Context: an optimization exercise on an open-source flow, tuned for small area, a short achievable clock period and few clock cycles. The choices shown serve that exercise and are no tape-out recipe.
Function was checked by simulation only, so behaviour that the tests miss may differ from the original.
Power and IR drop assume default switching activity.

**design/flow/flow/run.sh**
```bash
#!/bin/bash
# Standard synthesis, then the standard layout with repair_timing aiming for
# extra setup slack (a tighter internal target than the 10 ns clock), sizing
# not limited to same-footprint cells, and port buffers of a fixed type.
set -euo pipefail
MARGIN=$(cat flow/margin.txt)
bash standard.sh synth > synth.log 2>&1
bash standard.sh SETUP_SLACK_MARGIN=$MARGIN MATCH_CELL_FOOTPRINT=0 \
  "BUFFER_PORTS_ARGS=-buffer_cell sky130_fd_sc_hd__buf_4" finish > layout.log 2>&1
```
**design/flow/flow/margin.txt**
```
6.7
```
**design/flow/standard.sh**
```bash
#!/bin/bash
# synth_recipe.tcl (not shown) runs the flow's synth.tcl, then flattens the netlist and writes it again
# the make line also repeats each setting of config.mk as NAME=value (left out here)
make -C /OpenROAD-flow-scripts/flow DESIGN_CONFIG=/design/flow/config.mk WORK_HOME=/design/flow/orfs CLKGATE_MAP_FILE= SYNTH_SCRIPT=/design/flow/synth_recipe.tcl "${@:-finish}"
```
**design/flow/config.mk**
```make
export PLATFORM = sky130hd
export DESIGN_NAME = cpu20
export DESIGN_NICKNAME = cpu20
export VERILOG_FILES = /design/flow/design.v
export SDC_FILE = /design/flow/constraint.sdc
export NUM_CORES = 4
export LEC_CHECK = 0
export CAP_MARGIN = 20
export CORE_MARGIN = 2
export CORE_UTILIZATION = 40
export PLACE_DENSITY = 0.6
export SLEW_MARGIN = 20
export SYNTH_HIERARCHICAL = 1
```
**design/flow/constraint.sdc**
```tcl
create_clock -name core_clock -period 10.0 [get_ports {clk}]
set_input_delay 2.0000 -clock core_clock [delete_from_list [all_inputs] [get_ports {clk}]]
set_output_delay 2.0000 -clock core_clock [all_outputs]
set_load 0.01 [all_outputs]
```
**design/flow/design.v**
```verilog
module ALU (
    input      [19:0] input1,
    input      [19:0] input2,
    input      [4:0]  op,
    output reg [19:0] aluOutput
);
    wire [19:0] sum  = input1 + (op[1] ? ~input2 : input2) + {19'b0, op[1]};
    wire [19:0] shl  = input1 << input2[4:0];
    always @(*) begin
        aluOutput = ({20{op[0] | op[1]}} & sum)
                  | ({20{op[2]}} & (input1 | input2))
                  | ({20{op[3]}} & ~(input1 & input2))
                  | ({20{op[4]}} & shl);
    end
endmodule
module RegisterFile (
    input             clock,
    input             writeEnable,
    input      [3:0]  writeRegister,
    input      [19:0] WriteData,
    input      [3:0]  ReadRegister1,
    input      [3:0]  ReadRegister2,
    output     [19:0] ReadData1,
    output     [19:0] ReadData2
);
    reg [19:0] r0, r1, r2, r3, r4, r5, r6, r7,
               r8, r9, r10, r11, r12, r13, r14, r15;
    always @(posedge clock) begin
        if (writeEnable) begin
            case (writeRegister)
                4'd0:  r0  <= WriteData;
                4'd1:  r1  <= WriteData;
                4'd2:  r2  <= WriteData;
                4'd3:  r3  <= WriteData;
                4'd4:  r4  <= WriteData;
                4'd5:  r5  <= WriteData;
                4'd6:  r6  <= WriteData;
                4'd7:  r7  <= WriteData;
                4'd8:  r8  <= WriteData;
                4'd9:  r9  <= WriteData;
                4'd10: r10 <= WriteData;
                4'd11: r11 <= WriteData;
                4'd12: r12 <= WriteData;
                4'd13: r13 <= WriteData;
                4'd14: r14 <= WriteData;
                default: r15 <= WriteData;
            endcase
        end
    end
    wire [319:0] all = {r15, r14, r13, r12, r11, r10, r9, r8,
                        r7, r6, r5, r4, r3, r2, r1, r0};
    RegisterRead port1 (.sel(16'b1 << ReadRegister1), .regs(all), .data(ReadData1));
    RegisterRead port2 (.sel(16'b1 << ReadRegister2), .regs(all), .data(ReadData2));
endmodule
module RegisterRead (
    input      [15:0]  sel,
    input      [319:0] regs,
    output reg [19:0]  data
);
    integer i;
    always @(*) begin
        data = 20'b0;
        for (i = 0; i < 16; i = i + 1)
            data = data | (regs[20*i +: 20] & {20{sel[i]}});
    end
endmodule
module ProgramCounter (
    input             clock,
    input             reset,
    input      [11:0] pcNext,
    output reg [11:0] pcOut
);
    always @(posedge clock or posedge reset) begin
        if (reset)
            pcOut <= 12'b0;
        else
            pcOut <= pcNext;
    end
endmodule
module LateSelect7 (
    input        s,
    input  [6:0] a1,
    input  [6:0] a0,
    output [6:0] y
);
    assign y = s ? a1 : a0;
endmodule
module cpu20 (
    input             clk,
    input             reset,
    output     [11:0] imem_addr,
    input      [19:0] imem_data,
    output     [10:0] dmem_addr,
    output     [19:0] dmem_wdata,
    output reg        dmem_we,
    input      [19:0] dmem_rdata,
    output reg        halted
);
    wire        misp;         
    wire [11:0] pc_f;
    wire [19:0] instr  = imem_data;
    wire [4:0]  opcode = instr[19:15];
    wire f_rtype = (opcode <= 5'd4);
    wire f_itype = (opcode >= 5'd5) && (opcode <= 5'd9);
    wire f_ld    = (opcode == 5'd10);
    wire f_st    = (opcode == 5'd11);
    wire f_jump  = (opcode == 5'd12);
    wire f_br    = (opcode >= 5'd13) && (opcode <= 5'd17);
    wire f_same  = (instr[14:11] == instr[10:7]);
    reg [4:0] f_aluop;
    always @(*) begin
        case (opcode)
            5'd0, 5'd5: f_aluop = 5'b00001;
            5'd1, 5'd8: f_aluop = 5'b00010;
            5'd2, 5'd6: f_aluop = 5'b00100;
            5'd3, 5'd7: f_aluop = 5'b01000;
            5'd4, 5'd9: f_aluop = 5'b10000;
            default:    f_aluop = 5'b00000;
        endcase
    end
    reg [2:0] f_cond;
    always @(*) begin
        case (opcode)
            5'd13:   f_cond = 3'b001;    
            5'd14:   f_cond = 3'b010;    
            5'd15:   f_cond = 3'b100;    
            5'd16:   f_cond = 3'b011;    
            5'd17:   f_cond = 3'b101;    
            default: f_cond = 3'b000;
        endcase
    end
    wire f_pred  = f_br & (f_same ? f_cond[0] : instr[6]);
    wire [2:0] f_mcond = f_pred ? ~f_cond : f_cond;
    wire [3:0] f_rs1 = (f_st | f_br) ? instr[14:11] : instr[10:7];
    wire [3:0] f_rs2 = (f_st | f_br) ? instr[10:7]  : instr[6:3];
    wire       f_halt = f_jump && (instr[10:0] == pc_f[10:0]) && !pc_f[11];
    wire [6:0]  f_lo;
    wire        f_c7;
    Add7 tlo (.a(pc_f[6:0]), .b(instr[6:0]), .sum(f_lo), .cout(f_c7));
    wire [11:0] pc_inc   = pc_f + 12'd1;
    wire [4:0]  f_hi     = pc_f[11:7];
    wire [4:0]  f_hi_inc = f_hi + 5'd1;
    wire [4:0]  f_hi_dec = f_hi - 5'd1;
    wire        f_neg    = instr[6];
    wire [11:0] pc_other = misp   ? x_alt :
                           f_jump ? {1'b0, instr[10:0]} : pc_inc;
    wire        use_tgt;
    PredictSelect psel (.misp(misp), .same(f_same), .pred_same(f_br & f_cond[0]),
                        .pred_diff(f_br & instr[6]), .sel(use_tgt));
    wire [4:0]  hi_c1    = f_neg ? f_hi : f_hi_inc;
    wire [4:0]  hi_c0    = f_neg ? f_hi_dec : f_hi;
    wire [11:0] pc_next;
    LateSelect7 sel_lo (.s(use_tgt), .a1(f_lo), .a0(pc_other[6:0]), .y(pc_next[6:0]));
    FinalSelectHi sel_hi (.sel(use_tgt), .c(f_c7), .t1(hi_c1), .t0(hi_c0),
                          .o(pc_other[11:7]), .y(pc_next[11:7]));
    reg [3:0]  r_rs1, r_rs2, r_rd;
    reg [6:0]  r_imm;
    reg        r_useimm, r_ld, r_ldst, r_pred;
    reg [4:0]  r_aluop;
    reg        r_wen, r_st, r_halt;      
    reg [2:0]  r_mcond;
    always @(posedge clk or posedge reset) begin
        if (reset) begin
            r_wen   <= 1'b0;
            r_st    <= 1'b0;
            r_halt  <= 1'b0;
            r_mcond <= 3'b000;
        end else begin
            r_wen   <= (f_rtype | f_itype | f_ld) & ~misp;
            r_st    <= f_st & ~misp;
            r_halt  <= f_halt & ~misp;
            r_mcond <= f_mcond & {3{~misp}};
        end
    end
    always @(posedge clk) begin
        r_rs1    <= f_rs1;
        r_rs2    <= f_rs2;
        r_rd     <= instr[14:11];
        r_imm    <= instr[6:0];
        r_useimm <= f_itype | f_ld | f_st;
        r_ldst   <= f_ld | f_st;
        r_ld     <= f_ld;
        r_pred   <= f_pred;
        r_aluop  <= f_aluop;
    end
    wire [19:0] rdata1, rdata2;
    reg  [19:0] x_a, x_b;
    reg  [3:0]  x_rd;
    reg  [4:0]  x_aluop;
    reg         x_ld;
    reg         x_wen;
    reg  [2:0]  x_mcond;
    reg  [11:0] x_alt;
    wire [19:0] x_res;
    wire        fwd1 = x_wen && (x_rd == r_rs1);
    wire        fwd2 = x_wen && (x_rd == r_rs2);
    wire [19:0] r_imm20 = {{13{r_imm[6]}}, r_imm};
    wire [19:0] r_immval = r_ldst ? {9'b0, (r_st ? r_rs2 : r_rs1), r_imm} : r_imm20;
    wire [11:0] r_alt = r_pred ? pc_f - r_imm20[11:0] + 12'd1
                               : pc_f + r_imm20[11:0] - 12'd1;
    always @(posedge clk or posedge reset) begin
        if (reset) begin
            x_wen   <= 1'b0;
            x_mcond <= 3'b000;
            dmem_we <= 1'b0;
            halted  <= 1'b0;
        end else begin
            x_wen   <= r_wen & ~misp;
            x_mcond <= r_mcond & {3{~misp}};
            dmem_we <= r_st & ~misp;
            if ((r_halt | (f_halt & ~r_st & (r_mcond == 3'b000))) & ~misp)
                halted <= 1'b1;
        end
    end
    always @(posedge clk) begin
        x_a       <= fwd1 ? x_res : rdata1;
        x_b       <= r_useimm ? r_immval : (fwd2 ? x_res : rdata2);
        x_rd      <= r_rd;
        x_aluop   <= r_aluop;
        x_ld      <= r_ld;
        x_alt     <= r_alt;
    end
    wire [19:0] alu_out;
    ALU alu (
        .input1(x_a),
        .input2(x_b),
        .op(x_aluop),
        .aluOutput(alu_out)
    );
    assign x_res = x_ld ? dmem_rdata : alu_out;
    RegisterFile rf (
        .clock(clk),
        .writeEnable(x_wen),
        .writeRegister(x_rd),
        .WriteData(x_res),
        .ReadRegister1(r_rs1),
        .ReadRegister2(r_rs2),
        .ReadData1(rdata1),
        .ReadData2(rdata2)
    );
    wire equal, lower;
    Compare20 cmp (.a(x_a), .b(x_b), .eq(equal), .lt(lower));
    wire greater = ~equal & ~lower;
    assign misp  = (x_mcond[0] & equal) | (x_mcond[1] & lower) | (x_mcond[2] & greater);
    ProgramCounter pcu (
        .clock(clk),
        .reset(reset),
        .pcNext(pc_next),
        .pcOut(pc_f)
    );
    assign imem_addr  = pc_f;
    assign dmem_wdata = x_a;
    assign dmem_addr  = x_b[10:0];
endmodule
module Compare20 (
    input  [19:0] a,
    input  [19:0] b,
    output        eq,
    output        lt
);
    wire [31:0] l0, e0;
    genvar i;
    generate
        for (i = 0; i < 32; i = i + 1) begin : bits
            if (i < 19) begin : mag
                assign l0[i] = ~a[i] & b[i];
                assign e0[i] = ~(a[i] ^ b[i]);
            end else if (i == 19) begin : sign
                assign l0[i] = a[i] & ~b[i];
                assign e0[i] = ~(a[i] ^ b[i]);
            end else begin : pad
                assign l0[i] = 1'b0;
                assign e0[i] = 1'b1;
            end
        end
    endgenerate
    wire [15:0] l1, e1;
    wire [7:0]  l2, e2;
    wire [3:0]  l3, e3;
    wire [1:0]  l4, e4;
    generate
        for (i = 0; i < 16; i = i + 1) begin : m1
            assign l1[i] = l0[2*i+1] | (e0[2*i+1] & l0[2*i]);
            assign e1[i] = e0[2*i+1] & e0[2*i];
        end
        for (i = 0; i < 8; i = i + 1) begin : m2
            assign l2[i] = l1[2*i+1] | (e1[2*i+1] & l1[2*i]);
            assign e2[i] = e1[2*i+1] & e1[2*i];
        end
        for (i = 0; i < 4; i = i + 1) begin : m3
            assign l3[i] = l2[2*i+1] | (e2[2*i+1] & l2[2*i]);
            assign e3[i] = e2[2*i+1] & e2[2*i];
        end
        for (i = 0; i < 2; i = i + 1) begin : m4
            assign l4[i] = l3[2*i+1] | (e3[2*i+1] & l3[2*i]);
            assign e4[i] = e3[2*i+1] & e3[2*i];
        end
    endgenerate
    assign lt = l4[1] | (e4[1] & l4[0]);
    assign eq = e4[1] & e4[0];
endmodule
module Add7 (
    input  [6:0] a,
    input  [6:0] b,
    output [6:0] sum,
    output       cout
);
    assign {cout, sum} = {1'b0, a} + {1'b0, b};
endmodule
module PredictSelect (
    input  misp,
    input  same,
    input  pred_same,
    input  pred_diff,
    output sel
);
    assign sel = ~misp & (same ? pred_same : pred_diff);
endmodule
module FinalSelectHi (
    input        sel,
    input        c,
    input  [4:0] t1,
    input  [4:0] t0,
    input  [4:0] o,
    output [4:0] y
);
    assign y = sel ? (c ? t1 : t0) : o;
endmodule
```
==> impl_summary.txt, run 1 <==
----------------------------------------------------
[Critical path]
  Critical setup path kind ... reg -> out
  Cell family with the largest share of critical-path delay ... flip-flops
  Highest fanout seen on the critical path ... 10
  Startpoint type of the worst setup path ... flop
  Nature of the critical path endpoint ... primary output
  Cells traversed along the worst timing path ... buf_4
  Slowest stage cell on the critical path ... sky130_fd_sc_hd__dfrtp_2
  Required time of the critical path ... roughly 8.0 ns
  Origin of the critical flop-to-flop path ... x_a[7]
  Data arrival at the endpoint of the critical path ... 1.27 ns
  Delay of the slowest cell on the worst path ... 0.53 ns
  Reg2Reg Setup Slack ... between 6 and 7 ns
  Endpoint of the lowest-slack register-to-register path ... pcu.pcOut[0]
  Count of cell instances traversed by the critical path ... 1
  Number of buffers and inverters on the critical path ... 1
  Cell depth of the worst flop-to-flop path ... 12

[Timing]
  Least setup slack across all paths after layout ... slightly below 7 ns
  Final Setup Violations ... 0
  Post-layout min period ... 3.27 ns
  Period utilisation layout ... 32.7%
  Max-slew violation count ... 0
  RSZ-0062 raised after global routing ... yes
  Setup TNS ... 0 ns
  Highest Clock Rate ... between 300 and 400 MHz
  Worst slew margin ... 31.8%
  Worst Tran Pin Value ... 1.02 ns
  Max Clock Skew ... roughly 0.025 ns
  Total count of hold-check failures in the final report ... 0

[Layout]
  Area of combinational cells with multiple inputs ... around 10000 µm²
  Number of non-filler instances in the completed layout ... approximately 2800
  Antenna Diode Count ... 0
  Area growth, synth to finish ... 14.3%
  Layout filler cell count ... 5215
  Footprint of the flip-flops and latches ... between 10000 and 15000 µm²
  Net count, final ... 2170
  Fraction of layout instances using a drive strength above 1 ... 20.1%

[Route]
  Violation count after the first detailed-route iteration ... 1801
  Total routed wirelength ... between 80000 and 90000 µm
  Number of design rule violations left after detail routing ... 0
  Post-DRT Antenna Nets ... 0
  Detailed Routing Iterations Pass 1 ... 7
  Average wire per cell in the routed design ... 28.6 µm
  Via-to-Cell Ratio ... 6.36
  Number of vias in the routed layout ... 18000

[Place]
  Number of I/O port buffers ... 86
  RD Place Congestion ... about 0.95
  HPWL reported at the end of detailed placement ... 50500 µm
  Cell Count Post-Placement ... 2733
  Placement-stage worst setup slack ... 6.13 ns

[Logic synthesis]
  Syn. warnings ... 11
  Area of the mapped netlist ... 23300 µm²
  Leading area contributor after synthesis ... sky130_fd_sc_hd__edfxtp_1
  Mapped Nets ... 2101
  Seq cells post-synth ... around 430
  Sequential-to-total area share from yosys stat ... 51.6%
  Distinct cell type count after synthesis ... 82
  Top cell type's share of synthesized area ... between 40% and 50%
  Synth async-reset ratio ... 5.53%
  Count of flip-flops with a built-in enable after synthesis ... 320
  Post-Synthesis Cells ... around 2000
  Leading register cell type out of synthesis ... sky130_fd_sc_hd__edfxtp_1
  Synthesized area per cell ... 11.8 µm²
  Main area contributors after synthesis ... sky130_fd_sc_hd__edfxtp_1 41%, sky130_fd_sc_hd__dfxtp_1 7.7%, sky130_fd_sc_hd__a221oi_1 6.0%, sky130_fd_sc_hd__a22o_1 6.0%, sky130_fd_sc_hd__ha_1 4.7%

[Global route]
  Fraction of met2 tracks used by global routing ... 43.3%
  Total congestion overflow after global routing ... 0
  Largest net degree at the start of global routing ... 39
  Vias in the first global route ... 17800
  Met3 track demand over resource ... about 3.8%
  Wire length of the first global-routing pass ... 116000 µm
  Antenna violations before repair ... 2
  Top Usage Layer GRT ... met2
  Met1 routing resource usage after global routing ... 32.6%
  Total global-route track usage ... 26.1%

[Pwr]
  Cell-internal power ... between 4 and 5 mW
  Net Sw Frac ... 35.3%
  Sequential Power Share ... 38.4%
  Worst IR Drop VDD ... 0.129 mV
  Psw ... between 2 and 2.5 mW
  Cell area power density ... 234 nW/µm²
  Proportion of power drawn by combinational gates ... between 30% and 40%
  Clock share of power ... between 20% and 30%
  Leakage power of the design ... 9.68 nW

[Clocking]
  Clock tree from TritonCTS ... yes
  CTS sink cnt ... between 400 and 500
  Inserted Clock Buffers ... between 40 and 50
  Number of buffers on the longest clock path ... 3
  Buffer cell driving the clock tree root ... sky130_fd_sc_hd__clkbuf_16
  Clock input transition at the sequential cells of the worst setup and hold paths ... 0.07 ns
  H-tree lvl count ... 2
  Total of hold buffers inserted after clock tree synthesis ... 0
  Clock insertion delay at the later pin of the skew report ... between 0.5 and 0.6 ns

[Die]
  Die X ... 245 µm
  Core area ... 57600 µm²
  I/O Pins ... slightly below 90
  Floorplan die area ... ~60000 µm²
  Starting utilization of the core area ... 40.4%
  Die height ... 245 µm
  Site row count ... a little under 90

[Hold path]
  Worst Hold End ... x_aluop[1]
  Startpoint of the most critical hold path ... r_aluop[1]
  Type of the worst min-delay path ... reg -> reg
  Number of cells traversed by the worst hold path ... 0

[Run status]
  Run status ... timing/DRC/antenna clean

[Job]
  Max capacitance violation total ... 0

----------------------------------------------------
-- per-module statistics from Yosys, one instance, submodules excluded --
module / cells inside / cell area (µm²) / flip-flops and latches
ALU: 388 / 2610 / 0
LateSelect7: 8 / 116 / 0
Compare20: 70 / 495 / 0
FinalSelectHi: 17 / 110 / 0
ProgramCounter: 13 / 304 / 12
cpu20: 621 / 5790 / 102
Add7: 37 / 287 / 0
PredictSelect: 2 / 13.8 / 0
RegisterRead: 212 / 1800 / 0
RegisterFile: 387 / 9930 / 320
-- per-layer routing --
| metal | wire (µm) | up-vias | part of all wire (%) |
|---|---|---|---|
| met2 | 38400 | 1015 | 47 |
| met5 | 0 | - | 0 |
| li1 | - | 7849 | - |
| met3 | 7160 | 254 | 8.8 |
| met1 | 30400 | 8914 | 38 |
| met4 | 5010 | 0 | 6.2 |
-- metrics by stage --
step	total power [mW]	instance area, µm²	hold WS, ns	utilization [%]
4_1_cts	6.10	26200	0.329	45.5
3_5_place_dp	4.44	24600	0.314	42.7
5_1_grt	6.49	26600	0.331	46.2
6_report	6.21	26600	0.324	46.2
2_1_floorplan	3.79	23300	0.310	-
3_3_place_gp	4.40	24600	0.310	42.7
-- layout by cell type (no fill, tap or decap), drive strengths merged, types with 19 or more instances in the layout --
| cell | Yosys | layout |
|---|---|---|
| inv | 86 | 88 |
| nor3 | 54 | 54 |
| dfrtp | 24 | 24 |
| xor2 | 49 | 49 |
| nand4 | 54 | 54 |
| a22o | 160 | 160 |
| a21oi | 78 | 78 |
| buf | 73 | 152 |
| o21ai | 82 | 82 |
| a221oi | 165 | 165 |
| nand2 | 108 | 108 |
| nor2 | 89 | 89 |
| xnor2 | 54 | 54 |
| ha | 88 | 88 |
| a21o | 19 | 19 |
| mux2i | 62 | 62 |
| clkbuf | 58 | 59 |
| edfxtp | 320 | 320 |
| mux2 | 73 | 73 |
| dfxtp | 90 | 90 |
-- worst max path at each step --
| stage | start | endpoint | slack [ns] |
|---|---|---|---|
| 2_1_floorplan | imem_data[19] | pcu.pcOut[0] | 6.58 |
| 3_3_place_gp | imem_data[2] | pcu.pcOut[11] | 6.17 |
| 3_5_place_dp | imem_data[2] | pcu.pcOut[10] | 6.13 |
| 4_1_cts | x_b[1] | dmem_addr[1] | 6.70 |
| 5_1_grt | x_a[7] | pcu.pcOut[7] | 6.66 |
| 6_report | pcu.pcOut[2] | imem_addr[2] | 6.73 |
-- kinds of logic (layout without fill, tap and decap cells) --
family,Yosys count,in the layout,share of synthesized area (%)
AOI/OAI and AO/OA,584,584,19.4
DFF,434,434,51.6
and+or+nand+nor,397,397,8.36
buffers and inverters,218,321,5.09
muxes,136,136,6.41
xor gates and xnor gates,103,103,3.88
adders and majority gates,95,95,5.22
-- synthesized netlist by cell type, types with 29 or more instances --
| cell type | number |
|---|---|
| sky130_fd_sc_hd__o21ai_1 | 29 |
| sky130_fd_sc_hd__nor3_1 | 53 |
| sky130_fd_sc_hd__xnor2_1 | 54 |
| sky130_fd_sc_hd__edfxtp_1 | 320 |
| sky130_fd_sc_hd__mux2i_1 | 62 |
| sky130_fd_sc_hd__buf_6 | 40 |
| sky130_fd_sc_hd__nand2_1 | 108 |
| sky130_fd_sc_hd__a21oi_1 | 76 |
| sky130_fd_sc_hd__nand4_1 | 54 |
| sky130_fd_sc_hd__dfxtp_1 | 90 |
| sky130_fd_sc_hd__nor2_1 | 88 |
| sky130_fd_sc_hd__o21ai_0 | 52 |
| sky130_fd_sc_hd__a221oi_1 | 160 |
| sky130_fd_sc_hd__a22o_1 | 160 |
| sky130_fd_sc_hd__xor2_1 | 49 |
| sky130_fd_sc_hd__inv_1 | 83 |
| sky130_fd_sc_hd__ha_1 | 88 |
| sky130_fd_sc_hd__mux2_2 | 64 |
| sky130_fd_sc_hd__clkbuf_1 | 57 |
-- cell type report --
cell class              instances  area share, %
clock inverters                23          0.880
well taps                     765           3.60
clock buffers                  55           4.37
flip-flops and latches        434           45.4
repair buffers                156           5.04
inverters                      87           1.23
multi-input cells            1315           39.5
-- power groups by stage --
stage               combinational [mW]  clock (mW)  sequential [mW]
finish                            2.20        1.63             2.38
detailed placement                2.03           0             2.41
CTS                               2.09        1.64             2.37
global route                      2.39        1.71             2.39
floorplan                         1.48           0             2.30
global placement                  2.00           0             2.40
-- repair_timing --
action                     4_1_cts  5_1_grt
setup buffers                    7       13
setup endpoints to repair      218      122
pin swaps                        2        3
resized for setup               55       47
gates cloned                     1        3
Testbench counts, summed over its fixed seeds: cycles 76,271.
==> run 2, diff against run 1 <==
--- a/design/flow/config.mk
+++ b/design/flow/config.mk
@@ -8,6 +8,8 @@
 export CAP_MARGIN = 20
 export CORE_MARGIN = 2
 export CORE_UTILIZATION = 40
+export CTS_CLUSTER_DIAMETER = 100
+export CTS_CLUSTER_SIZE = 25
 export PLACE_DENSITY = 0.6
 export SLEW_MARGIN = 20
 export SYNTH_HIERARCHICAL = 1
==> run 2 against run 1 <==
- largest cell class unchanged
- setup slack about the same
- highest routed layer unchanged
- core utilization shrank 1.2 points
- critical path depth is the same
- count of clock-buffer cells in the layout fell by 20
==> impl_summary.txt, run 2 <==
----------------------------------------------------
[Logic synthesis]
  Main area contributors after synthesis ... sky130_fd_sc_hd__edfxtp_1 41%, sky130_fd_sc_hd__dfxtp_1 7.7%, sky130_fd_sc_hd__a221oi_1 6.0%, sky130_fd_sc_hd__a22o_1 6.0%, sky130_fd_sc_hd__ha_1 4.7%
  Leading register cell type out of synthesis ... sky130_fd_sc_hd__edfxtp_1
  Synthesized area per cell ... 11.8 µm² (unchanged)
  Top cell type's share of synthesized area ... 41.3% (unchanged)
  Synth async-reset ratio ... 5.53% (unchanged)
  Mapped Nets ... 2101 (unchanged)
  Area of the mapped netlist ... 23300 µm² (unchanged)
  Leading area contributor after synthesis ... sky130_fd_sc_hd__edfxtp_1
  Seq cells post-synth ... 434 (unchanged)
  Post-Synthesis Cells ... 1967 (unchanged)
  Sequential-to-total area share from yosys stat ... 51.6% (unchanged)
  Count of flip-flops with a built-in enable after synthesis ... 320 (unchanged)
  Post-synth top cells ... 320 x sky130_fd_sc_hd__edfxtp_1, 160 x sky130_fd_sc_hd__a221oi_1, 160 x sky130_fd_sc_hd__a22o_1
  Syn. warnings ... 11 (unchanged)
  Distinct cell type count after synthesis ... 82 (unchanged)
  Most common cell in the synthesized netlist ... sky130_fd_sc_hd__edfxtp_1

[Run status]
  Run status ... timing/DRC/antenna clean

[Route]
  Violation count after the first detailed-route iteration ... 1866 (+3.6%)
  Detailed Routing Iterations Pass 1 ... 6 (-1)
  Average wire per cell in the routed design ... 28.8 µm (+0.89%)
  Number of vias in the routed layout ... 18000 (-0.26%)
  Number of design rule violations left after detail routing ... 0 (unchanged)
  Via-to-Cell Ratio ... 6.41 (+0.84%)
  Total routed wirelength ... 80800 µm (-0.21%)
  Post-DRT Antenna Nets ... 0 (unchanged)

[Clocking]
  Inserted Clock Buffers ... 21 (-50%)
  H-tree lvl count ... 1 (-1)
  CTS sink cnt ... 434 (unchanged)
  Total of hold buffers inserted after clock tree synthesis ... 0 (unchanged)
  Buffer cell driving the clock tree root ... sky130_fd_sc_hd__clkbuf_16
  Clock tree from TritonCTS ... yes
  Clock input transition at the sequential cells of the worst setup and hold paths ... 0.10 ns (+0.03 ns)
  Number of buffers on the longest clock path ... 3 (unchanged)
  Clock insertion delay at the later pin of the skew report ... 0.57 ns (about the same)

[Critical path]
  Required time of the critical path ... 8.00 ns (about the same)
  Cell depth of the worst flop-to-flop path ... 12 (unchanged)
  Reg2Reg Setup Slack ... 6.75 ns (-0.05 ns)
  Nature of the critical path endpoint ... primary output
  Startpoint type of the worst setup path ... flop
  Cells traversed along the worst timing path ... buf_4
  Highest fanout seen on the critical path ... 9 (-1)
  Origin of the critical flop-to-flop path ... x_a[6]
  Endpoint of the lowest-slack register-to-register path ... pcu.pcOut[2]
  Slowest stage cell on the critical path ... sky130_fd_sc_hd__dfrtp_2
  Delay of the slowest cell on the worst path ... 0.54 ns (about the same)
  Critical setup path kind ... reg -> out
  Cell family with the largest share of critical-path delay ... flip-flops
  Data arrival at the endpoint of the critical path ... 1.27 ns (about the same)
  Number of buffers and inverters on the critical path ... 1 (unchanged)

[Place]
  Area after detailed placement ... 24600 µm² (unchanged)
  RD Place Congestion ... 0.950 (unchanged)
  Number of I/O port buffers ... 86 (unchanged)
  HPWL reported at the end of detailed placement ... 50500 µm (unchanged)

[Hold path]
  Number of cells traversed by the worst hold path ... 0 (unchanged)
  Type of the worst min-delay path ... reg -> reg
  Worst Hold End ... x_aluop[1]
  Startpoint of the most critical hold path ... r_aluop[1]

[Timing]
  Total count of hold-check failures in the final report ... 0 (unchanged)
  Max Clock Skew ... 0.0339 ns (+0.00919 ns)
  Highest Clock Rate ... 306 MHz (about the same)
  Worst hold margin ... 0.329 ns (+0.00529 ns)
  Worst slew margin ... 30.8% (-0.97 points)
  Max-slew violation count ... 0 (unchanged)
  Setup TNS ... 0 ns (unchanged)
  RSZ-0062 raised after global routing ... no
  Final Setup Violations ... 0 (unchanged)
  Worst Tran Pin Value ... 1.04 ns (+0.0145 ns)
  Post-layout min period ... 3.27 ns (+0.000460 ns)
  Period utilisation layout ... 32.7% (about the same)

[Die]
  Floorplan die area ... 60100 µm² (unchanged)
  Core area ... 57600 µm² (unchanged)
  Die height ... 245 µm (unchanged)
  Die X ... 245 µm (unchanged)
  I/O Pins ... 87 (unchanged)
  Starting utilization of the core area ... 40.4% (unchanged)
  Site row count ... 88 (unchanged)

[Layout]
  Cell area after layout ... 25900 µm² (-2.6%)
  Antenna Diode Count ... 0 (unchanged)
  Net count, final ... 2158 (-0.55%)
  Leading cell types in the layout, fill and taps excluded ... 320 x sky130_fd_sc_hd__edfxtp_1, 160 x sky130_fd_sc_hd__a22o_1, 158 x sky130_fd_sc_hd__a221oi_1
  Commonest non-fill, non-tap cell in the layout ... sky130_fd_sc_hd__edfxtp_1
  Layout filler cell count ... 5268 (+1.0%)
  Fraction of layout instances using a drive strength above 1 ... 19.1% (-1.1 points)
  Area growth, synth to finish ... 11.3%

[Pwr]
  Leakage power of the design ... 9.33 nW (-3.6%)
  Cell area power density ... 216 nW/µm² (-7.7%)
  Worst IR Drop VDD ... 0.119 mV (-7.9%)
  Post-layout power ... 5.58 mW (-10%)

[Global route]
  Vias in the first global route ... 17700 (-0.47%)
  Largest net degree at the start of global routing ... 39 (unchanged)
  Antenna violations before repair ... 0 (-2)
  Total congestion overflow after global routing ... 0 (unchanged)
  Total global-route track usage ... 26.0% (-0.17 points)
  Wire length of the first global-routing pass ... 115000 µm (-0.37%)

[Job]
  Max capacitance violation total ... 0 (unchanged)

----------------------------------------------------
==> run 2: layout make-up <==
type	instances	area, µm²	share of cell area (%)
flip-flops and latches	434	12100	46.7
clock inverters	3	28.8	0.111
multi-input cells	1316	10500	40.6
clock buffers	35	578	2.23
repair buffers	164	1420	5.47
inverters	87	327	1.26
well taps	765	957	3.70
==> run 2: power breakdown <==
part / total, mW / internal (mW) / switching (mW)
clock: 0.980 / 0.407 / 0.573
sequential: 2.37 / 2.15 / 0.225
combinational: 2.23 / 0.956 / 1.27
==> run 2: logic make-up (layout without fill, tap and decap cells) <==
logic type,count (synthesis),count (layout),share of synthesized area (%)
AO/OA/AOI/OAI,584,584,19.4
adder cells (fa/ha/maj),95,95,5.22
buffers and inverters,218,289,5.09
flip-flops,434,434,51.6
multiplexers,136,137,6.41
AND/OR/NAND/NOR,397,397,8.36
XOR/XNOR,103,103,3.88
==> run 2: timing repair <==
action	CTS	global route
buffers inserted	10	17
setup endpoints to repair	223	119
resized for setup	58	46
pin swaps	2	5
gates cloned	2	4
==> run 2: worst max-delay path by stage <==
stage,startpoint,endpoint,cells after the start
2_1_floorplan,imem_data[19],pcu.pcOut[0],10
3_3_place_gp,imem_data[2],pcu.pcOut[11],7
3_5_place_dp,imem_data[2],pcu.pcOut[10],7
4_1_cts,x_a[5],pcu.pcOut[4],12
5_1_grt,imem_data[18],pcu.pcOut[7],12
6_report,pcu.pcOut[0],imem_addr[0],1
==> run 2: layer usage <==
metal,track usage [%],vias to the layer above,part of all wire (%)
met5,0,-,0
met4,15.0,0,6.2
met1,32.5,8946,38
met3,3.60,237,8.4
met2,43.0,998,47
li1,-,7804,-
==> run 2: per-module statistics from Yosys, one instance, submodules excluded, excerpt <==
module         cells inside  flip-flops and latches  area, µm²  times used
ALU                     388                       0       2610           1
Compare20                70                       0        495           1
LateSelect7               8                       0        116           1
PredictSelect             2                       0       13.8           1
RegisterRead            212                       0       1800           2
cpu20                   621                     102       5790           1
==> run 2: per-stage QoR <==
| step | std cells | worst slack [ns] | util (%) |
|---|---|---|---|
| 4_1_cts | 2783 | 6.70 | 44.2 |
| 5_1_grt | 2804 | 6.70 | 45.0 |
| 3_3_place_gp | 2733 | 6.17 | 42.7 |
| 2_1_floorplan | 1967 | 6.58 | - |
| 3_5_place_dp | 2733 | 6.13 | 42.7 |
| 6_report | 2804 | 6.73 | 45.0 |
==> run 3, diff against run 2 <==
--- a/design/flow/config.mk
+++ b/design/flow/config.mk
@@ -8,8 +8,8 @@
 export CAP_MARGIN = 20
 export CORE_MARGIN = 2
 export CORE_UTILIZATION = 40
-export CTS_CLUSTER_DIAMETER = 100
-export CTS_CLUSTER_SIZE = 25
+export CTS_CLUSTER_DIAMETER = 70
+export CTS_CLUSTER_SIZE = 30
 export PLACE_DENSITY = 0.6
 export SLEW_MARGIN = 20
 export SYNTH_HIERARCHICAL = 1
==> run 3 against run 2 <==
- final area up 0.43%
- flip-flop and latch count unchanged
- die area unchanged
- worst hold slack better by 0.0025 ns
- core utilization up 0.19 points
- via count down 0.51%
- synthesized cell count unchanged
- non-clock buffer count down 4
- critical path depth unchanged
- combinational power about the same
- critical path type unchanged
- clock skew down 0.010 ns
==> impl_summary.txt, run 3 <==
----------------------------------------------------
[Run status]
  Run status ... timing/DRC/antenna clean

[Clocking]
  Clock tree from TritonCTS ... yes
  CTS sink cnt ... 434 (unchanged)
  Clock input transition at the sequential cells of the worst setup and hold paths ... 0.11 ns (about the same)
  Buffer cell driving the clock tree root ... sky130_fd_sc_hd__clkbuf_16
  Clock insertion delay at the later pin of the skew report ... 0.58 ns (about the same)
  Total of hold buffers inserted after clock tree synthesis ... 0 (unchanged)
  Number of buffers on the longest clock path ... 3 (unchanged)
  H-tree lvl count ... 1 (unchanged)
  Inserted Clock Buffers ... 22 (+4.8%)

[Timing]
  Highest Clock Rate ... 305 MHz (-0.34%)
  RSZ-0062 raised after global routing ... yes
  Least setup slack across all paths after layout ... 6.72 ns (-0.0113 ns)
  Setup TNS ... 0 ns (unchanged)
  Max-slew violation count ... 0 (unchanged)
  Post-layout min period ... 3.28 ns (+0.0113 ns)
  Final Setup Violations ... 0 (unchanged)
  Period utilisation layout ... 32.8% (+0.11 points)
  Max Clock Skew ... 0.0236 ns (-0.0103 ns)
  Total count of hold-check failures in the final report ... 0 (unchanged)
  Worst Tran Pin Value ... 1.05 ns (+0.0101 ns)
  Worst slew margin ... 30.1% (-0.67 points)

[Pwr]
  Cell area power density ... 219 nW/µm² (+1.6%)
  Leakage power of the design ... 9.38 nW (+0.52%)
  Worst IR Drop VDD ... 0.107 mV (-9.9%)

[Critical path]
  Data arrival at the endpoint of the critical path ... 1.28 ns (about the same)
  Endpoint of the lowest-slack register-to-register path ... pcu.pcOut[4]
  Slowest stage cell on the critical path ... sky130_fd_sc_hd__dfrtp_2
  Cell depth of the worst flop-to-flop path ... 12 (unchanged)
  Required time of the critical path ... 8.00 ns (about the same)
  Highest fanout seen on the critical path ... 8 (-1)
  Cell family with the largest share of critical-path delay ... flip-flops
  Reg2Reg Setup Slack ... 6.79 ns (+0.04 ns)
  Startpoint type of the worst setup path ... flop
  Critical setup path kind ... reg -> out
  Cells traversed along the worst timing path ... buf_4
  Delay of the slowest cell on the worst path ... 0.52 ns (-0.02 ns)
  Nature of the critical path endpoint ... primary output
  Origin of the critical flop-to-flop path ... x_a[7]
  Number of buffers and inverters on the critical path ... 1 (unchanged)

[Place]
  Cell Count Post-Placement ... 2733 (unchanged)
  Placement-stage worst setup slack ... 6.13 ns (unchanged)
  Area after detailed placement ... 24600 µm² (unchanged)
  HPWL reported at the end of detailed placement ... 50500 µm (unchanged)
  Number of I/O port buffers ... 86 (unchanged)
  RD Place Congestion ... 0.950 (unchanged)

[Layout]
  Leading cell types in the layout, fill and taps excluded ... 320 x sky130_fd_sc_hd__edfxtp_1, 160 x sky130_fd_sc_hd__a22o_1, 158 x sky130_fd_sc_hd__a221oi_1
  Number of non-filler instances in the completed layout ... 2802 (-0.071%)
  Antenna Diode Count ... 0 (unchanged)
  Cell area after layout ... 26000 µm² (+0.43%)
  Layout filler cell count ... 5261 (-0.13%)
  Net count, final ... 2155 (-0.14%)
  Area growth, synth to finish ... 11.8%
  Commonest non-fill, non-tap cell in the layout ... sky130_fd_sc_hd__edfxtp_1
  Fraction of layout instances using a drive strength above 1 ... 19.4% (+0.36 points)

[Logic synthesis]
  Leading register cell type out of synthesis ... sky130_fd_sc_hd__edfxtp_1
  Synthesized area per cell ... 11.8 µm² (unchanged)
  Post-synth top cells ... 320 x sky130_fd_sc_hd__edfxtp_1, 160 x sky130_fd_sc_hd__a221oi_1, 160 x sky130_fd_sc_hd__a22o_1
  Synth async-reset ratio ... 5.53% (unchanged)
  Area of the mapped netlist ... 23300 µm² (unchanged)
  Seq cells post-synth ... 434 (unchanged)
  Count of flip-flops with a built-in enable after synthesis ... 320 (unchanged)
  Sequential-to-total area share from yosys stat ... 51.6% (unchanged)
  Mapped Nets ... 2101 (unchanged)
  Syn. warnings ... 11 (unchanged)
  Post-Synthesis Cells ... 1967 (unchanged)
  Distinct cell type count after synthesis ... 82 (unchanged)
  Leading area contributor after synthesis ... sky130_fd_sc_hd__edfxtp_1
  Top cell type's share of synthesized area ... 41.3% (unchanged)
  Most common cell in the synthesized netlist ... sky130_fd_sc_hd__edfxtp_1
  Main area contributors after synthesis ... sky130_fd_sc_hd__edfxtp_1 41%, sky130_fd_sc_hd__dfxtp_1 7.7%, sky130_fd_sc_hd__a221oi_1 6.0%, sky130_fd_sc_hd__a22o_1 6.0%, sky130_fd_sc_hd__ha_1 4.7%

[Die]
  Die height ... 245 µm (unchanged)
  Core area ... 57600 µm² (unchanged)
  Floorplan die area ... 60100 µm² (unchanged)
  Site row count ... 88 (unchanged)
  I/O Pins ... 87 (unchanged)
  Die X ... 245 µm (unchanged)
  Starting utilization of the core area ... 40.4% (unchanged)

[Route]
  Detailed Routing Iterations Pass 1 ... 5 (-1)
  Number of design rule violations left after detail routing ... 0 (unchanged)
  Via-to-Cell Ratio ... 6.39 (-0.43%)
  Total routed wirelength ... 80600 µm (-0.20%)
  Number of vias in the routed layout ... 17900 (-0.51%)
  Post-DRT Antenna Nets ... 0 (unchanged)
  Violation count after the first detailed-route iteration ... 1932 (+3.5%)
  Average wire per cell in the routed design ... 28.8 µm (-0.13%)

[Global route]
  Antenna violations before repair ... 0 (unchanged)
  Total congestion overflow after global routing ... 0 (unchanged)
  Vias in the first global route ... 17700 (+0.14%)
  Largest net degree at the start of global routing ... 39 (unchanged)
  Total global-route track usage ... 26.0% (+0.048 points)
  Wire length of the first global-routing pass ... 116000 µm (+0.26%)

[Hold path]
  Type of the worst min-delay path ... reg -> reg
  Number of cells traversed by the worst hold path ... 0 (unchanged)
  Worst Hold End ... x_aluop[1]
  Startpoint of the most critical hold path ... r_aluop[1]

[Job]
  Max capacitance violation total ... 0 (unchanged)

----------------------------------------------------
-- run 3: cell types whose count changed in the layout (fill, tap and decap cells not counted), sizes merged --
cell,previous run,this run
clkinv,1,6
inv,89,92
clkbuf,39,32
buf,160,157
-- run 3: cells by family (layout without fill, tap and decap cells) --
group / after synthesis / in the layout / synth area share (%)
compound gates: 584 / 584 / 19.4
fa+ha+maj: 95 / 95 / 5.22
xor+xnor: 103 / 103 / 3.88
flops: 434 / 434 / 51.6
simple gates: 397 / 397 / 8.36
buf+inv: 218 / 287 / 5.09
mux: 136 / 137 / 6.41
-- run 3: where the power goes --
group | internal (mW) | total (mW) | switching (mW)
Combinational | 0.951 | 2.22 | 1.27
Clock | 0.462 | 1.10 | 0.636
Sequential | 2.15 | 2.37 | 0.220
Total | 3.56 | 5.69 | 2.13
-- run 3: worst max path at each step --
stage                       start            end  cells past startpoint
detailed placement   imem_data[2]  pcu.pcOut[10]                      7
global placement     imem_data[2]  pcu.pcOut[11]                      7
global route           x_aluop[1]        x_b[16]                     13
finish               pcu.pcOut[4]   imem_addr[4]                      1
floorplan           imem_data[19]   pcu.pcOut[0]                     10
CTS                        x_a[8]  dmem_wdata[8]                      1
-- run 3: final cells by class --
type | instances | area [µm²] | share of cell area [%]
multi-input combinational | 1316 | 10500 | 40.4
inverter | 87 | 327 | 1.26
tap | 765 | 957 | 3.68
sequential | 434 | 12100 | 46.5
clock buffer | 29 | 598 | 2.30
clock inverter | 11 | 168 | 0.645
timing repair buffer | 160 | 1370 | 5.26
-- run 3: layer usage --
metal | vias to the layer above | wire, µm | global-route usage, %
li1 | 7802 | - | -
met1 | 8853 | 30300 | 32.4
met2 | 1035 | 38300 | 43.0
met3 | 204 | 7490 | 3.93
met4 | 0 | 4630 | 15.2
met5 | - | 0 | 0
-- run 3: modules after synthesis, one instance, submodules excluded --
module / cells inside / area, µm² / times used / flops+latches
ALU: 388 / 2610 / 1 / 0
RegisterRead: 212 / 1800 / 2 / 0
LateSelect7: 8 / 116 / 1 / 0
RegisterFile: 387 / 9930 / 1 / 320
FinalSelectHi: 17 / 110 / 1 / 0
Compare20: 70 / 495 / 1 / 0
ProgramCounter: 13 / 304 / 1 / 12
PredictSelect: 2 / 13.8 / 1 / 0
Add7: 37 / 287 / 1 / 0
cpu20: 621 / 5790 / 1 / 102
-- run 3: what timing repair did --
item	CTS	global route
cloned	2	3
buffers inserted	8	16
setup endpoints to repair	222	122
gates resized for setup	63	39
pin swaps	2	3
-- run 3: stage by stage --
stage / hold slack [ns] / power (mW) / utilization [%]
floorplan: 0.310 / 3.79 / -
global placement: 0.310 / 4.40 / 42.7
detailed placement: 0.314 / 4.44 / 42.7
CTS: 0.341 / 5.59 / 44.5
global route: 0.340 / 5.96 / 45.1
finish: 0.331 / 5.69 / 45.1
==> run 4, diff against run 3 <==
==> design/flow/flow/run.sh (replaced) <==
#!/bin/bash
# Standard synthesis, then the standard layout with repair_timing aiming for
# extra setup slack (a tighter internal target than the 10 ns clock), sizing
# not limited to same-footprint cells, and port buffers of a fixed type.
set -euo pipefail
MARGIN=$(cat flow/margin.txt)
PORTBUF=$(cat flow/portbuf.txt)
bash standard.sh synth > synth.log 2>&1
bash standard.sh SETUP_SLACK_MARGIN=$MARGIN MATCH_CELL_FOOTPRINT=0 \
  "BUFFER_PORTS_ARGS=-buffer_cell $PORTBUF" finish > layout.log 2>&1
==> design/flow/flow/portbuf.txt (new file) <==
sky130_fd_sc_hd__buf_2
--- a/design/flow/config.mk
+++ b/design/flow/config.mk
@@ -8,8 +8,7 @@
 export CAP_MARGIN = 20
 export CORE_MARGIN = 2
 export CORE_UTILIZATION = 40
-export CTS_CLUSTER_DIAMETER = 70
-export CTS_CLUSTER_SIZE = 30
+export CTS_BUF_LIST = sky130_fd_sc_hd__clkbuf_4 sky130_fd_sc_hd__clkbuf_8
 export PLACE_DENSITY = 0.6
 export SLEW_MARGIN = 20
 export SYNTH_HIERARCHICAL = 1
==> run 4 against run 3 <==
- setup slack improved by 0.0069 ns
- final cell count rose by 3.4%
- clock skew rose by 0.0014 ns
- highest routed layer is now met5
==> impl_summary.txt, run 4 <==
----------------------------------------------------
[Run status]
  Run status ... timing/DRC/antenna clean

[Critical path]
  Critical setup path kind ... reg -> out
  Cells traversed along the worst timing path ... buf_2
  Slowest stage cell on the critical path ... sky130_fd_sc_hd__dfxtp_2
  Nature of the critical path endpoint ... primary output
  Number of buffers and inverters on the critical path ... 1 (unchanged)
  Data arrival at the endpoint of the critical path ... 1.28 ns (about the same)
  Startpoint type of the worst setup path ... flop
  Required time of the critical path ... 8.00 ns (about the same)
  Delay of the slowest cell on the worst path ... 0.47 ns (-0.05 ns)
  Cell family with the largest share of critical-path delay ... flip-flops
  Highest fanout seen on the critical path ... 5 (-3)

[Timing]
  Period utilisation layout ... 32.8% (-0.069 points)
  Final Setup Violations ... 0 (unchanged)
  Max-slew violation count ... 0 (unchanged)
  Worst Tran Pin Value ... 1.08 ns (+0.0382 ns)
  Least setup slack across all paths after layout ... 6.72 ns (+0.00685 ns)
  Total count of hold-check failures in the final report ... 0 (unchanged)
  Highest Clock Rate ... 305 MHz (+0.21%)
  RSZ-0062 raised after global routing ... yes
  Post-layout min period ... 3.28 ns (-0.00685 ns)
  Setup TNS ... 0 ns (unchanged)
  Max Clock Skew ... 0.0250 ns (+0.00135 ns)
  Worst slew margin ... 27.6% (-2.6 points)

[Die]
  Die X ... 245 µm (unchanged)
  Starting utilization of the core area ... 40.4% (unchanged)
  Floorplan die area ... 60100 µm² (unchanged)
  Core area ... 57600 µm² (unchanged)
  Site row count ... 88 (unchanged)
  I/O Pins ... 87 (unchanged)
  Die height ... 245 µm (unchanged)

[Clocking]
  CTS sink cnt ... 434 (unchanged)
  Clock input transition at the sequential cells of the worst setup and hold paths ... 0.06 ns (-0.05 ns)
  Total of hold buffers inserted after clock tree synthesis ... 0 (unchanged)
  Clock insertion delay at the later pin of the skew report ... 0.62 ns (+0.04 ns)
  Inserted Clock Buffers ... 68 (+210%)
  Clock tree from TritonCTS ... yes
  Number of buffers on the longest clock path ... 3 (unchanged)
  Buffer cell driving the clock tree root ... sky130_fd_sc_hd__clkbuf_8
  H-tree lvl count ... 3 (+2)

[Hold path]
  Type of the worst min-delay path ... reg -> reg

[Logic synthesis]
  Distinct cell type count after synthesis ... 82 (unchanged)
  Main area contributors after synthesis ... sky130_fd_sc_hd__edfxtp_1 41%, sky130_fd_sc_hd__dfxtp_1 7.7%, sky130_fd_sc_hd__a221oi_1 6.0%, sky130_fd_sc_hd__a22o_1 6.0%, sky130_fd_sc_hd__ha_1 4.7%
  Syn. warnings ... 11 (unchanged)
  Post-synthesis share of cell area spent on xor and xnor gates ... 3.88% (unchanged)
  Post-synthesis share of cell area spent on and, or, nand and nor gates ... 8.36% (unchanged)
  Area of the mapped netlist ... 23300 µm² (unchanged)
  Post-synth top cells ... 320 x sky130_fd_sc_hd__edfxtp_1, 160 x sky130_fd_sc_hd__a221oi_1, 160 x sky130_fd_sc_hd__a22o_1
  Top cell type's share of synthesized area ... 41.3% (unchanged)
  Most common cell in the synthesized netlist ... sky130_fd_sc_hd__edfxtp_1
  Leading area contributor after synthesis ... sky130_fd_sc_hd__edfxtp_1
  Complex-gate fraction of the synthesized area ... 19.4% (unchanged)
  Sequential-to-total area share from yosys stat ... 51.6% (unchanged)
  Mapped Nets ... 2101 (unchanged)
  Seq cells post-synth ... 434 (unchanged)
  Combinational family with the most area after synthesis ... compound AO/OA/AOI/OAI gates
  Fraction of synthesized area in multiplexers ... 6.41% (unchanged)
  Synthesized area per cell ... 11.8 µm² (unchanged)
  Arithmetic-cell share of the synthesized area counting full adders, half adders and majority gates ... 5.22% (unchanged)
  Leading register cell type out of synthesis ... sky130_fd_sc_hd__edfxtp_1
  Synth async-reset ratio ... 5.53% (unchanged)
  Post-Synthesis Cells ... 1967 (unchanged)
  Count of flip-flops with a built-in enable after synthesis ... 320 (unchanged)

[Place]
  HPWL reported at the end of detailed placement ... 49700 µm (-1.7%)
  Number of I/O port buffers ... 86 (unchanged)
  Cell Count Post-Placement ... 2732 (-0.037%)
  RD Place Congestion ... 0.909 (-4.4%)
  Placement-stage worst setup slack ... 6.07 ns (-0.0611 ns)

[Global route]
  Total global-route track usage ... 26.6% (+0.57 points)
  Wire length of the first global-routing pass ... 116000 µm (+0.71%)
  Total congestion overflow after global routing ... 0 (unchanged)
  Largest net degree at the start of global routing ... 39 (unchanged)
  Vias in the first global route ... 17900 (+0.74%)
  Antenna violations before repair ... 3 (+3)

[Pwr]
  Worst IR Drop VDD ... 0.0826 mV (-23%)
  Leakage power of the design ... 9.76 nW (+4.1%)
  Cell area power density ... 232 nW/µm² (+5.8%)

[Job]
  Max capacitance violation total ... 0 (unchanged)

[Layout]
  Commonest non-fill, non-tap cell in the layout ... sky130_fd_sc_hd__edfxtp_1
  Footprint of the flip-flops and latches ... 12100 µm² (about the same)
  Leading cell types in the layout, fill and taps excluded ... 320 x sky130_fd_sc_hd__edfxtp_1, 160 x sky130_fd_sc_hd__a22o_1, 159 x sky130_fd_sc_hd__a221oi_1
  Fraction of layout instances using a drive strength above 1 ... 23.3% (+3.9 points)
  Layout filler cell count ... 5210 (-0.97%)
  Number of non-filler instances in the completed layout ... 2897 (+3.4%)
  Area growth, synth to finish ... 14.2%
  Area of combinational cells with multiple inputs ... 10500 µm² (-0.26%)
  Net count, final ... 2214 (+2.7%)

[Route]
  Violation count after the first detailed-route iteration ... 1770 (-8.4%)
  Total routed wirelength ... 82200 µm (+1.9%)
  Via-to-Cell Ratio ... 6.29 (-1.5%)
  Number of vias in the routed layout ... 18200 (+1.9%)
  Average wire per cell in the routed design ... 28.4 µm (-1.4%)
  Number of design rule violations left after detail routing ... 0 (unchanged)
  Post-DRT Antenna Nets ... 0 (unchanged)
  Detailed Routing Iterations Pass 1 ... 6 (+1)

----------------------------------------------------
[run 4: cell count changes in the layout (fill, tap and decap cells not counted), sizes merged]
| cell | before | now |
|---|---|---|
| buf | 157 | 169 |
| mux2 | 74 | 73 |
| diode | 0 | 1 |
| clkinvlp | 0 | 2 |
| inv | 92 | 85 |
| clkinv | 6 | 12 |
| clkbuf | 32 | 114 |
[run 4: per-module statistics from Yosys (local to each module, per instance)]
module | copies in the design | cells inside | cell area [µm²] | flops+latches
RegisterFile | 1 | 387 | 9930 | 320
cpu20 | 1 | 621 | 5790 | 102
ALU | 1 | 388 | 2610 | 0
RegisterRead | 2 | 212 | 1800 | 0
Compare20 | 1 | 70 | 495 | 0
ProgramCounter | 1 | 13 | 304 | 12
Add7 | 1 | 37 | 287 | 0
LateSelect7 | 1 | 8 | 116 | 0
FinalSelectHi | 1 | 17 | 110 | 0
PredictSelect | 1 | 2 | 13.8 | 0
[run 4: final cells by class]
cell class                 count  share of cell area (%)
sequential                   434                    45.5
clock buffer                 109                    5.08
multi-input combinational   1315                    39.4
tap                          765                    3.60
clock inverter                12                   0.212
antenna                        1                 0.00942
inverter                      87                    1.24
timing repair buffer         174                    4.89
[run 4: metrics by stage]
stage | cell area, µm² | hold slack (ns) | utilization [%] | power, mW
after detailed placement | 24400 | 0.313 | 42.3 | 4.39
after floorplan | 23300 | 0.310 | - | 3.79
after global placement | 24400 | 0.310 | 42.3 | 4.36
final | 26600 | 0.325 | 46.1 | 6.15
after CTS | 26200 | 0.327 | 45.6 | 6.05
after global routing | 26600 | 0.329 | 46.1 | 6.45
[run 4: cell families after synthesis]
family,count (synthesis)
buffers and inverters,218
AO/OA/AOI/OAI,584
multiplexers,136
adder cells (fa/ha/maj),95
XOR/XNOR,103
AND/OR/NAND/NOR,397
flip-flops,434
[run 4: where the power goes]
group          internal, mW  switching (mW)
Sequential             2.15           0.183
Clock                 0.853           0.693
Combinational         0.955            1.31
Total                  3.96            2.19
[run 4: timing repair]
action	CTS	global route
endpoints found under the setup margin	185	81
buffers inserted	21	16
cloned	4	2
pin swaps	2	8
resized for setup	80	35
[run 4: path summary, 6_finish.rpt]
path	startpoint	slack [ns]	cells after the start	endpoint
max in group asynchronous	reset	8.15	2	pcu.pcOut[8]
worst max register to register	x_aluop[1]	6.78	13	rf.r9[17]
worst min register to register	r_ld	0.33	0	x_ld
worst max-delay path	x_b[8]	6.72	1	dmem_addr[8]
min in group asynchronous	reset	1.43	2	r_halt
worst min-delay path	r_ld	0.33	0	x_ld
[run 4: metal layers]
layer | vias up | wire length, µm | global-route usage, %
met3 | 289 | 7570 | 5.26
met4 | 2 | 5650 | 17.5
met5 | - | 13 | 0
met2 | 1042 | 38800 | 44.2
met1 | 8947 | 30100 | 31.3
li1 | 7946 | - | -
==> run 5, diff against run 4 <==
==> design/flow/flow/margin.txt (replaced) <==
6.8
==> run 5 against run 4 <==
- still clean on timing, DRC and antenna
- die area unchanged
- highest routed layer is now met4
- first-iteration DRC count increased by 30%
- global-route usage increased by 0.19 points
- synthesized cell count unchanged
- largest power group is now combinational logic
- total power increased by 3.3%
- flip-flop and latch count unchanged
- largest cell class unchanged
==> impl_summary.txt, run 5 <==
----------------------------------------------------
[Pwr]
  Leakage power of the design ... 10.0 nW (+2.4%)
  Net Sw Frac ... 35.3% (-0.28 points)
  Worst IR Drop VDD ... 0.0832 mV (+0.70%)
  Cell area power density ... 234 nW/µm² (+0.91%)
  Proportion of power drawn by combinational gates ... 37.7% (+0.8 points)
  Post-layout power ... 6.35 mW (+3.3%)
  Cell-internal power ... 4.11 mW (+3.7%)
  Sequential Power Share ... 36.5% (-1.5 points)
  Psw ... 2.24 mW (+2.4%)
  Clock share of power ... 25.8% (+0.7 points)

[Clocking]
  Number of buffers on the longest clock path ... 3 (unchanged)
  Clock input transition at the sequential cells of the worst setup and hold paths ... 0.07 ns (about the same)
  Clock insertion delay at the later pin of the skew report ... 0.65 ns (+0.03 ns)
  Buffer cell driving the clock tree root ... sky130_fd_sc_hd__clkbuf_8
  H-tree lvl count ... 3 (unchanged)
  Inserted Clock Buffers ... 72 (+5.9%)
  CTS sink cnt ... 434 (unchanged)
  Clock tree from TritonCTS ... yes

[Global route]
  Total congestion overflow after global routing ... 0 (unchanged)
  Vias in the first global route ... 18400 (+2.9%)
  Total global-route track usage ... 26.8% (+0.19 points)
  Wire length of the first global-routing pass ... 119000 µm (+2.1%)
  Antenna violations before repair ... 1 (-2)
  Largest net degree at the start of global routing ... 39 (unchanged)

[Logic synthesis]
  Distinct cell type count after synthesis ... 82 (unchanged)
  Seq cells post-synth ... 434 (unchanged)
  Count of flip-flops with a built-in enable after synthesis ... 320 (unchanged)
  Sequential-to-total area share from yosys stat ... 51.6% (unchanged)
  Mapped Nets ... 2101 (unchanged)
  Area of the mapped netlist ... 23300 µm² (unchanged)
  Post-Synthesis Cells ... 1967 (unchanged)
  Synth async-reset ratio ... 5.53% (unchanged)
  Synthesized area per cell ... 11.8 µm² (unchanged)
  Syn. warnings ... 11 (unchanged)
  Leading area contributor after synthesis ... sky130_fd_sc_hd__edfxtp_1
  Leading register cell type out of synthesis ... sky130_fd_sc_hd__edfxtp_1
  Post-synth top cells ... 320 x sky130_fd_sc_hd__edfxtp_1, 160 x sky130_fd_sc_hd__a221oi_1, 160 x sky130_fd_sc_hd__a22o_1
  Most common cell in the synthesized netlist ... sky130_fd_sc_hd__edfxtp_1
  Main area contributors after synthesis ... sky130_fd_sc_hd__edfxtp_1 41%, sky130_fd_sc_hd__dfxtp_1 7.7%, sky130_fd_sc_hd__a221oi_1 6.0%, sky130_fd_sc_hd__a22o_1 6.0%, sky130_fd_sc_hd__ha_1 4.7%
  Top cell type's share of synthesized area ... 41.3% (unchanged)

[Hold path]
  Startpoint of the most critical hold path ... r_aluop[4]
  Worst Hold End ... x_aluop[4]
  Type of the worst min-delay path ... reg -> reg
  Number of cells traversed by the worst hold path ... 0 (unchanged)

[Place]
  RD Place Congestion ... 0.907 (-0.22%)
  HPWL reported at the end of detailed placement ... 50300 µm (+1.2%)
  Number of I/O port buffers ... 86 (unchanged)
  Placement-stage worst setup slack ... 6.00 ns (-0.0657 ns)
  Area after detailed placement ... 24400 µm² (+0.15%)

[Critical path]
  Highest fanout seen on the critical path ... 3 (-2)
  Critical setup path kind ... reg -> out
  Required time of the critical path ... 8.00 ns (about the same)
  Cell depth of the worst flop-to-flop path ... 12 (-1)
  Endpoint of the lowest-slack register-to-register path ... x_b[19]
  Data arrival at the endpoint of the critical path ... 1.26 ns (-0.02 ns)
  Reg2Reg Setup Slack ... 6.84 ns (+0.06 ns)
  Startpoint type of the worst setup path ... flop
  Origin of the critical flop-to-flop path ... x_b[0]
  Nature of the critical path endpoint ... primary output

[Timing]
  Total count of hold-check failures in the final report ... 0 (unchanged)
  Worst slew margin ... 27.7% (+0.18 points)
  Period utilisation layout ... 32.6% (-0.16 points)
  Post-layout min period ... 3.26 ns (-0.0164 ns)
  Highest Clock Rate ... 307 MHz (+0.50%)
  Max Clock Skew ... 0.0304 ns (+0.00539 ns)
  Setup TNS ... 0 ns (unchanged)
  RSZ-0062 raised after global routing ... yes
  Worst Tran Pin Value ... 1.08 ns (-0.00266 ns)
  Final Setup Violations ... 0 (unchanged)
  Least setup slack across all paths after layout ... 6.74 ns (+0.0164 ns)
  Max-slew violation count ... 0 (unchanged)

[Layout]
  Layout filler cell count ... 5126 (-1.6%)
  Net count, final ... 2248 (+1.5%)
  Fraction of layout instances using a drive strength above 1 ... 25.3% (+2.0 points)
  Area of combinational cells with multiple inputs ... 10600 µm² (+0.86%)
  Commonest non-fill, non-tap cell in the layout ... sky130_fd_sc_hd__edfxtp_1
  Area growth, synth to finish ... 16.8%
  Footprint of the flip-flops and latches ... 12100 µm² (+0.51%)
  Leading cell types in the layout, fill and taps excluded ... 320 x sky130_fd_sc_hd__edfxtp_1, 160 x sky130_fd_sc_hd__a22o_1, 158 x sky130_fd_sc_hd__a221oi_1
  Cell area after layout ... 27200 µm² (+2.3%)

[Die]
  Core area ... 57600 µm² (unchanged)
  Starting utilization of the core area ... 40.4% (unchanged)
  Site row count ... 88 (unchanged)
  I/O Pins ... 87 (unchanged)
  Die height ... 245 µm (unchanged)
  Floorplan die area ... 60100 µm² (unchanged)
  Die X ... 245 µm (unchanged)

[Route]
  Average wire per cell in the routed design ... 28.2 µm (-0.54%)
  Number of vias in the routed layout ... 18600 (+2.2%)
  Detailed Routing Iterations Pass 1 ... 6 (unchanged)
  Post-DRT Antenna Nets ... 0 (unchanged)
  Total routed wirelength ... 82800 µm (+0.76%)
  Via-to-Cell Ratio ... 6.35 (+0.89%)
  Number of design rule violations left after detail routing ... 0 (unchanged)
  Violation count after the first detailed-route iteration ... 2300 (+30%)

[Run status]
  Run status ... timing/DRC/antenna clean

[Job]
  Max capacitance violation total ... 0 (unchanged)

----------------------------------------------------
==> run 5: changes by cell type in the layout (fill, tap and decap cells not counted), sizes merged <==
cell	previous run	this run
buf	169	198
bufinv	0	2
clkbuf	114	111
clkinv	12	16
clkinvlp	2	7
inv	85	86
==> run 5: critical path, cell delays in order (launching register included) <==
cell and delay (ns):
sky130_fd_sc_hd__dfxtp_4 0.35, sky130_fd_sc_hd__buf_12 0.14, sky130_fd_sc_hd__buf_6 0.12
==> run 5: cells by family (layout without fill, tap and decap cells) <==
logic type | after synthesis | in the layout | share of synthesized area [%]
AO/OA/AOI/OAI | 584 | 584 | 19.4
flip-flops | 434 | 434 | 51.6
buffers and inverters | 218 | 420 | 5.09
other | 0 | 1 | 0
multiplexers | 136 | 136 | 6.41
AND/OR/NAND/NOR | 397 | 397 | 8.36
adder cells (fa/ha/maj) | 95 | 95 | 5.22
XOR/XNOR | 103 | 103 | 3.88
==> run 5: worst max path at each step <==
stage | endpoint | startpoint | cells after the start
finish | dmem_addr[0] | x_b[0] | 2
global route | dmem_addr[0] | x_b[0] | 2
CTS | x_b[13] | x_aluop[1] | 12
detailed placement | halted | imem_data[18] | 7
global placement | pcu.pcOut[6] | imem_data[18] | 7
floorplan | pcu.pcOut[0] | imem_data[19] | 10
==> run 5: layer usage <==
layer / vias to the layer above / share of wire [%] / track usage (%)
li1: 8013 / - / -
met1: 9223 / 38 / 33.4
met2: 1124 / 47 / 43.9
met3: 270 / 9.8 / 5.22
met4: 0 / 5.3 / 14.2
met5: - / 0 / 0
==> run 5: cell type report <==
cell class	instances	share of cell area, %
Antenna cell	1	0.00921
Clock buffer	105	4.86
Clock inverter	24	0.682
Inverter	87	1.22
Multi-Input combinational cell	1315	38.9
Sequential cell	434	44.7
Tap cell	765	3.52
Timing Repair Buffer	204	6.13
==> run 5: power by group through the flow <==
| stage | clock network (mW) | registers, mW | logic [mW] |
|---|---|---|---|
| floorplan | 0 | 2.31 | 1.49 |
| global placement | 0 | 2.39 | 1.95 |
| detailed placement | 0 | 2.40 | 1.98 |
| CTS | 1.65 | 2.31 | 2.26 |
| global route | 1.73 | 2.32 | 2.59 |
| finish | 1.64 | 2.32 | 2.40 |
==> run 5: repair_timing <==
item / in CTS / in global routing
hold buffers: 0 / 0
setup endpoints to repair: 245 / 109
resized for setup: 133 / 43
pin swaps: 2 / 19
buffers inserted: 46 / 15
cloned: 3 / 4
==> run 5: through the flow <==
step / cells / hold WS [ns] / utilization [%]
global route: 2935 / 0.338 / 47.2
detailed placement: 2737 / 0.315 / 42.4
finish: 2935 / 0.322 / 47.2
CTS: 2915 / 0.323 / 46.4
global placement: 2737 / 0.314 / 42.4
floorplan: 1967 / 0.310 / -
==> run 5: per-module statistics from Yosys, one instance, submodules excluded, a selection <==
module	flip-flops and latches	copies in the design	area [µm²]	cells inside
LateSelect7	0	1	116	8
Add7	0	1	287	37
PredictSelect	0	1	13.8	2
cpu20	102	1	5790	621
ProgramCounter	12	1	304	13
ALU	0	1	2610	388
RegisterFile	320	1	9930	387
Compare20	0	1	495	70

-- static timing again, ports no longer ideal --
Ports are ideal in the flow. The routed layouts listed here were re-timed in OpenROAD. Step 1: set_driving_cell puts a clkbuf_16 on clk and a buf_2 on each other input, an assumption about the parent block. Step 2 also shifts input and output timing later by t, the mid clock arrival at the registers, as if the neighbouring blocks saw the same clock. a / b / c = ideal / step 1 / step 2; a / b = the first two.
run	t (ns)	setup slack, ns	worst hold slack (ns)	worst data-port slew with drivers (ns)
run 1	0.615	6.729 / 6.668 / 6.174	0.324 / 0.324 / 0.324	0.05
run 2	0.619	6.729 / 6.667 / 6.246	0.329 / 0.329 / 0.329	0.05
run 3	0.623	6.718 / 6.659 / 6.224	0.331 / 0.331 / 0.331	0.05
run 4	0.665	6.725 / 6.664 / 6.130	0.325 / 0.325 / 0.325	0.04
run 5	0.686	6.741 / 6.685 / 6.268	0.322 / 0.322 / 0.322	0.05
After both steps every run listed still meets setup and hold. The setup slack of run 4, which loses most, moves by -0.061 ns with the drivers and by -0.595 ns with both steps.
